This is an optimization exercise on Yosys and OpenROAD, whose aim is small area, not a production implementation. The RTL was checked by simulation tests, not by an equivalence proof against the original design.

v6:
## axisafety
module axisafety (
		output	reg		o_read_fault,
		output	reg		o_write_fault,
		input	wire		S_AXI_ACLK,
		input	wire		S_AXI_ARESETN,
		output	reg		M_AXI_ARESETN,
		output	wire		comb_aresetn,
		input	wire		ext_resetn,
		output	wire		channel_up,
		input	wire [5:0]	S_AXI_AWID,
		input	wire [27:0]	S_AXI_AWADDR,
		input	wire [7:0]	S_AXI_AWLEN,
		input	wire [2:0]	S_AXI_AWSIZE,
		input	wire [1:0]	S_AXI_AWBURST,
		input	wire		S_AXI_AWLOCK,
		input	wire [3:0]	S_AXI_AWCACHE,
		input	wire [2:0]	S_AXI_AWPROT,
		input	wire [3:0]	S_AXI_AWQOS,
		input	wire		S_AXI_AWVALID,
		output	reg		S_AXI_AWREADY,
		input	wire [31:0]	S_AXI_WDATA,
		input	wire [3:0]	S_AXI_WSTRB,
		input	wire		S_AXI_WLAST,
		input	wire		S_AXI_WVALID,
		output	reg		S_AXI_WREADY,
		output	wire [5:0]	S_AXI_BID,
		output	reg [1:0]	S_AXI_BRESP,
		output	reg		S_AXI_BVALID,
		input	wire		S_AXI_BREADY,
		input	wire [5:0]	S_AXI_ARID,
		input	wire [27:0]	S_AXI_ARADDR,
		input	wire [7:0]	S_AXI_ARLEN,
		input	wire [2:0]	S_AXI_ARSIZE,
		input	wire [1:0]	S_AXI_ARBURST,
		input	wire		S_AXI_ARLOCK,
		input	wire [3:0]	S_AXI_ARCACHE,
		input	wire [2:0]	S_AXI_ARPROT,
		input	wire [3:0]	S_AXI_ARQOS,
		input	wire		S_AXI_ARVALID,
		output	reg		S_AXI_ARREADY,
		output	wire [5:0]	S_AXI_RID,
		output	reg [31:0]	S_AXI_RDATA,
		output	reg [1:0]	S_AXI_RRESP,
		output	reg		S_AXI_RLAST,
		output	reg		S_AXI_RVALID,
		input	wire		S_AXI_RREADY,
		output	reg [5:0]	M_AXI_AWID,
		output	reg [27:0]	M_AXI_AWADDR,
		output	reg [7:0]	M_AXI_AWLEN,
		output	reg [2:0]	M_AXI_AWSIZE,
		output	reg [1:0]	M_AXI_AWBURST,
		output	reg		M_AXI_AWLOCK,
		output	reg [3:0]	M_AXI_AWCACHE,
		output	reg [2:0]	M_AXI_AWPROT,
		output	reg [3:0]	M_AXI_AWQOS,
		output	reg		M_AXI_AWVALID,
		input	wire		M_AXI_AWREADY,
		output	reg [31:0]	M_AXI_WDATA,
		output	reg [3:0]	M_AXI_WSTRB,
		output	reg		M_AXI_WLAST,
		output	reg		M_AXI_WVALID,
		input	wire		M_AXI_WREADY,
		input	wire [5:0]	M_AXI_BID,
		input	wire [1:0]	M_AXI_BRESP,
		input	wire		M_AXI_BVALID,
		output	wire		M_AXI_BREADY,
		output	reg [5:0]	M_AXI_ARID,
		output	reg [27:0]	M_AXI_ARADDR,
		output	reg [7:0]	M_AXI_ARLEN,
		output	reg [2:0]	M_AXI_ARSIZE,
		output	reg [1:0]	M_AXI_ARBURST,
		output	reg		M_AXI_ARLOCK,
		output	reg [3:0]	M_AXI_ARCACHE,
		output	reg [2:0]	M_AXI_ARPROT,
		output	reg [3:0]	M_AXI_ARQOS,
		output	reg		M_AXI_ARVALID,
		input	wire		M_AXI_ARREADY,
		input	wire [5:0]	M_AXI_RID,
		input	wire [31:0]	M_AXI_RDATA,
		input	wire [1:0]	M_AXI_RRESP,
		input	wire		M_AXI_RLAST,
		input	wire		M_AXI_RVALID,
		output	wire		M_AXI_RREADY
	);
Size in the first run: ~970 cells after synthesis, about 440 I/O pins.
clock: 10.0 ns
lec_check: 0
cap_margin: 20
core_margin: 2
core_utilization: 40
slew_margin: 20
run.sh (not shown) runs the stock make flow with config.mk's settings and CLKGATE_MAP_FILE= SYNTH_SCRIPT=/design/flow/synth_recipe.tcl, a recipe that flattens the netlist after the stock synthesis.
v6 has completed all stages; timing, DRC and antenna checks passed.
> inputs changed (v6 -> v7)
- putting CTS_CLUSTER_DIAMETER at 60 where nothing was set
- putting CTS_CLUSTER_SIZE at 12 where nothing was set
- putting CTS_BUF_LIST at sky130_fd_sc_hd__clkbuf_4 sky130_fd_sc_hd__clkbuf_8 where nothing was set
==> flow/flow/run.sh (new file) <==
#!/bin/bash
# Standard ORFS layout, with the port buffers made of the smallest buffer cell.
set -euo pipefail
bash standard.sh "BUFFER_PORTS_ARGS=-buffer_cell sky130_fd_sc_hd__buf_1" finish > orfs_make.log 2>&1
==> flow/standard.sh (new file) <==
#!/bin/bash
# synth_recipe.tcl (not shown) runs the flow's synth.tcl, then flattens the netlist and writes it again
# the make line also repeats each setting of config.mk as NAME=value (left out here)
make -C /OpenROAD-flow-scripts/flow DESIGN_CONFIG=/design/flow/config.mk WORK_HOME=/design/flow/orfs CLKGATE_MAP_FILE= SYNTH_SCRIPT=/design/flow/synth_recipe.tcl "${@:-finish}"
removed: flow/run.sh
==> summary.txt <==
Global-route usage was lower in the run labelled v7.
Number of buffer and inverter instances along the worst setup path: v6 vs v7, no meaningful difference
Looking at total non-filler cell area in the finished layout across both flows, v7 is the stronger of the two, with v6 trailing.
Via count of v7 is on par with v6.
v7 against v6: via count of the first global-routing pass has decreased; relative max-transition margin has increased; final hold slack went up 0.0085 ns.
Against v6, v7 comes in 22 points lower on layout-stage area growth over the synthesis result.
For the final design utilization, v7 came in 9.1 points lower than v6 did.
Re critical path depth: no difference whatsoever between v6 and v7.

[afterwards: timing with drivers on the ports]
In the flow no input, the clock included, has a driving cell. The finished layouts below were timed again as built, in two steps. Step 1: set_driving_cell puts a clkbuf_16 on S_AXI_ACLK and a buf_2 on each other input, an assumption about the parent block. Step 2 also shifts input and output timing later by t, the mid clock arrival at the registers, as if the neighbouring blocks saw the same clock. Three values: ideal, step 1, step 2; two values: the first two.
run	t, ns	setup WS [ns]	worst register clock-pin slew, ns	worst slew at a driven data input, ns
v6	0.568	5.228 / 5.181 / 5.748	0.06 / 0.06	0.11
v7	0.609	5.554 / 5.514 / 6.059	0.09 / 0.09	0.09
After both steps every run listed still meets setup and hold.
